Source: an optimization exercise on an open RTL-to-GDS flow (aim: small area, a short achievable clock period and few clock cycles per item). Production flows keep margins and buffers that such runs may drop. Only simulation tests tie the RTL to the original design; equivalence was not proved.

## main
Design Rsa256Core, start of the top module:
module Rsa256Core (
	input          i_clk,
	input          i_rst,
	input          i_start,
	input  [255:0] i_a,
	input  [255:0] i_d,
	input  [255:0] i_n,
	output [255:0] o_a_pow_d,
	output         o_finished
);
	localparam [3:0] ST_IDLE  = 4'd0,
	                 ST_PRE   = 4'd1,
	                 ST_MU    = 4'd2,
	                 ST_NPC   = 4'd3,
	                 ST_DBL   = 4'd4,
	                 ST_CORR  = 4'd5,
	                 ST_ITER  = 4'd6,
	                 ST_CONV  = 4'd7,
	                 ST_ONE   = 4'd8,
	                 ST_FDBL  = 4'd9,
	                 ST_FCORR = 4'd10,
	                 ST_DONE  = 4'd11,
	                 ST_SHIFT = 4'd12,
	                 ST_COPY  = 4'd13;
	localparam [1:0] OP_SQR = 2'd0, OP_MUL = 2'd1, OP_FIN = 2'd2;
	logic [3:0]   state;
	logic [1:0]   op;
	logic         pre;        
	logic         msel;       
	logic [1:0]   wsq;        
	logic         wmul;       
	logic         wsel;       
	logic         fin_r;
	logic [255:0] nreg;       
	logic [255:0] dreg;       
	logic [8:0]   cnt;        
	logic [8:0]   dcnt;       
	logic [5:0]   it;         
	logic [264:0] br;         
	logic [264:0] base;       
	logic [264:0] tab3;       
	logic [255:0] np_r;       
	logic [265:0] sn, cn;     
	logic [9:0]   p_r;        
	logic [7:0]   q_r;        
	logic [7:0]   a_r;        
	assign o_finished = fin_r;
	assign o_a_pow_d  = base[263:8];
	function automatic [7:0] neg_inv8(input [6:0] n);
		case (n)
			7'd0: neg_inv8 = 8'd255;
			7'd1: neg_inv8 = 8'd85;
			7'd2: neg_inv8 = 8'd51;
			7'd3: neg_inv8 = 8'd73;
			7'd4: neg_inv8 = 8'd199;
			7'd5: neg_inv8 = 8'd93;
			7'd6: neg_inv8 = 8'd59;
			7'd7: neg_inv8 = 8'd17;
			7'd8: neg_inv8 = 8'd15;
			7'd9: neg_inv8 = 8'd229;
			7'd10: neg_inv8 = 8'd195;
			7'd11: neg_inv8 = 8'd89;
			7'd12: neg_inv8 = 8'd215;
			7'd13: neg_inv8 = 8'd237;
			7'd14: neg_inv8 = 8'd203;
			7'd15: neg_inv8 = 8'd33;
			7'd16: neg_inv8 = 8'd31;
			7'd17: neg_inv8 = 8'd117;
			7'd18: neg_inv8 = 8'd83;
			7'd19: neg_inv8 = 8'd105;
			7'd20: neg_inv8 = 8'd231;
			7'd21: neg_inv8 = 8'd125;
			7'd22: neg_inv8 = 8'd91;
			7'd23: neg_inv8 = 8'd49;
			7'd24: neg_inv8 = 8'd47;
			7'd25: neg_inv8 = 8'd5;
			7'd26: neg_inv8 = 8'd227;
			7'd27: neg_inv8 = 8'd121;
			7'd28: neg_inv8 = 8'd247;
			7'd29: neg_inv8 = 8'd13;
			7'd30: neg_inv8 = 8'd235;
			7'd31: neg_inv8 = 8'd65;
  ...
For scale: ~20000 cells after synthesis, ~230000 sq um of cells after synthesis.
Settings: LEC_CHECK=0, ABC_CLOCK_PERIOD_IN_PS=4500, CAP_MARGIN=35, CORE_MARGIN=2, CORE_UTILIZATION=55, SETUP_SLACK_MARGIN=5, SLEW_MARGIN=35, SYNTH_HIERARCHICAL=1, SYNTH_MINIMUM_KEEP_SIZE=0; clock period 14.0 ns.
standard.sh (not shown) runs the stock make flow with config.mk's settings and CLKGATE_MAP_FILE= SYNTH_SCRIPT=/design/flow/synth_recipe.tcl, a recipe that flattens the netlist after the stock synthesis.
==> flow/flow/run.sh <==
#!/bin/bash
# Standard ORFS layout (the standard.sh) with a larger setup slack margin
# for timing repair and single buf_1 port buffers; constraints and clock
# period are unchanged.
set -euo pipefail
MARGIN=8.5
sed -e "s/SETUP_SLACK_MARGIN=[0-9.]*/SETUP_SLACK_MARGIN=${MARGIN} 'BUFFER_PORTS_ARGS=-buffer_cell sky130_fd_sc_hd__buf_1'/" standard.sh > standard_margin.sh
bash standard_margin.sh > orfs_make.log 2>&1
Testbench counts of main, summed over its fixed seeds: cycles 300,804, items 24.
What the feature branch does differently from main at the input level:
diff --git a/flow/flow/run.sh b/flow/flow/run.sh
--- a/flow/flow/run.sh
+++ b/flow/flow/run.sh
@@ -6 +6 @@
-MARGIN=8.5
+MARGIN=8.0
### Flow results
Going from main to the feature branch, the total wire length was found to have gone down by 1.9%.
Per the comparison of the feature branch with main, fraction of final layout cells sized beyond drive strength 1 went down 1.7 points, worst setup slack went down 630 ps, number of gates resized after CTS went down 64%, final non-filler cell total went down about 0.4%, sequential cell area share went up 0.41 points.

afterwards: timing with drivers on the ports:
The results above use ideal ports. As a check the final layouts listed here were re-extracted and re-timed, cells and wires unchanged.
Step 1 assumes that a clkbuf_16 drives the clock port and a buf_2 every other input.
Step 2 times the ports against the registers' clock, not the clock port: input delays grow and output delays shrink by t, the midpoint of the rising clock arrivals with the driver on.
Slacks: no drivers / after step 1 / after step 2; pairs: no drivers / after step 1.
run	t, ns	setup slack, ns	worst hold slack (ns)	slew at the worst register clock pin (ns)	pins driven straight from the clock port
main	1.136	8.342 / 8.342 / 8.342	0.544 / 0.544 / 0.544	0.07 / 0.07	1
the feature branch	1.131	7.715 / 7.715 / 7.715	0.543 / 0.543 / 0.543	0.07 / 0.07	1
After both steps setup and hold are still met in every run listed.
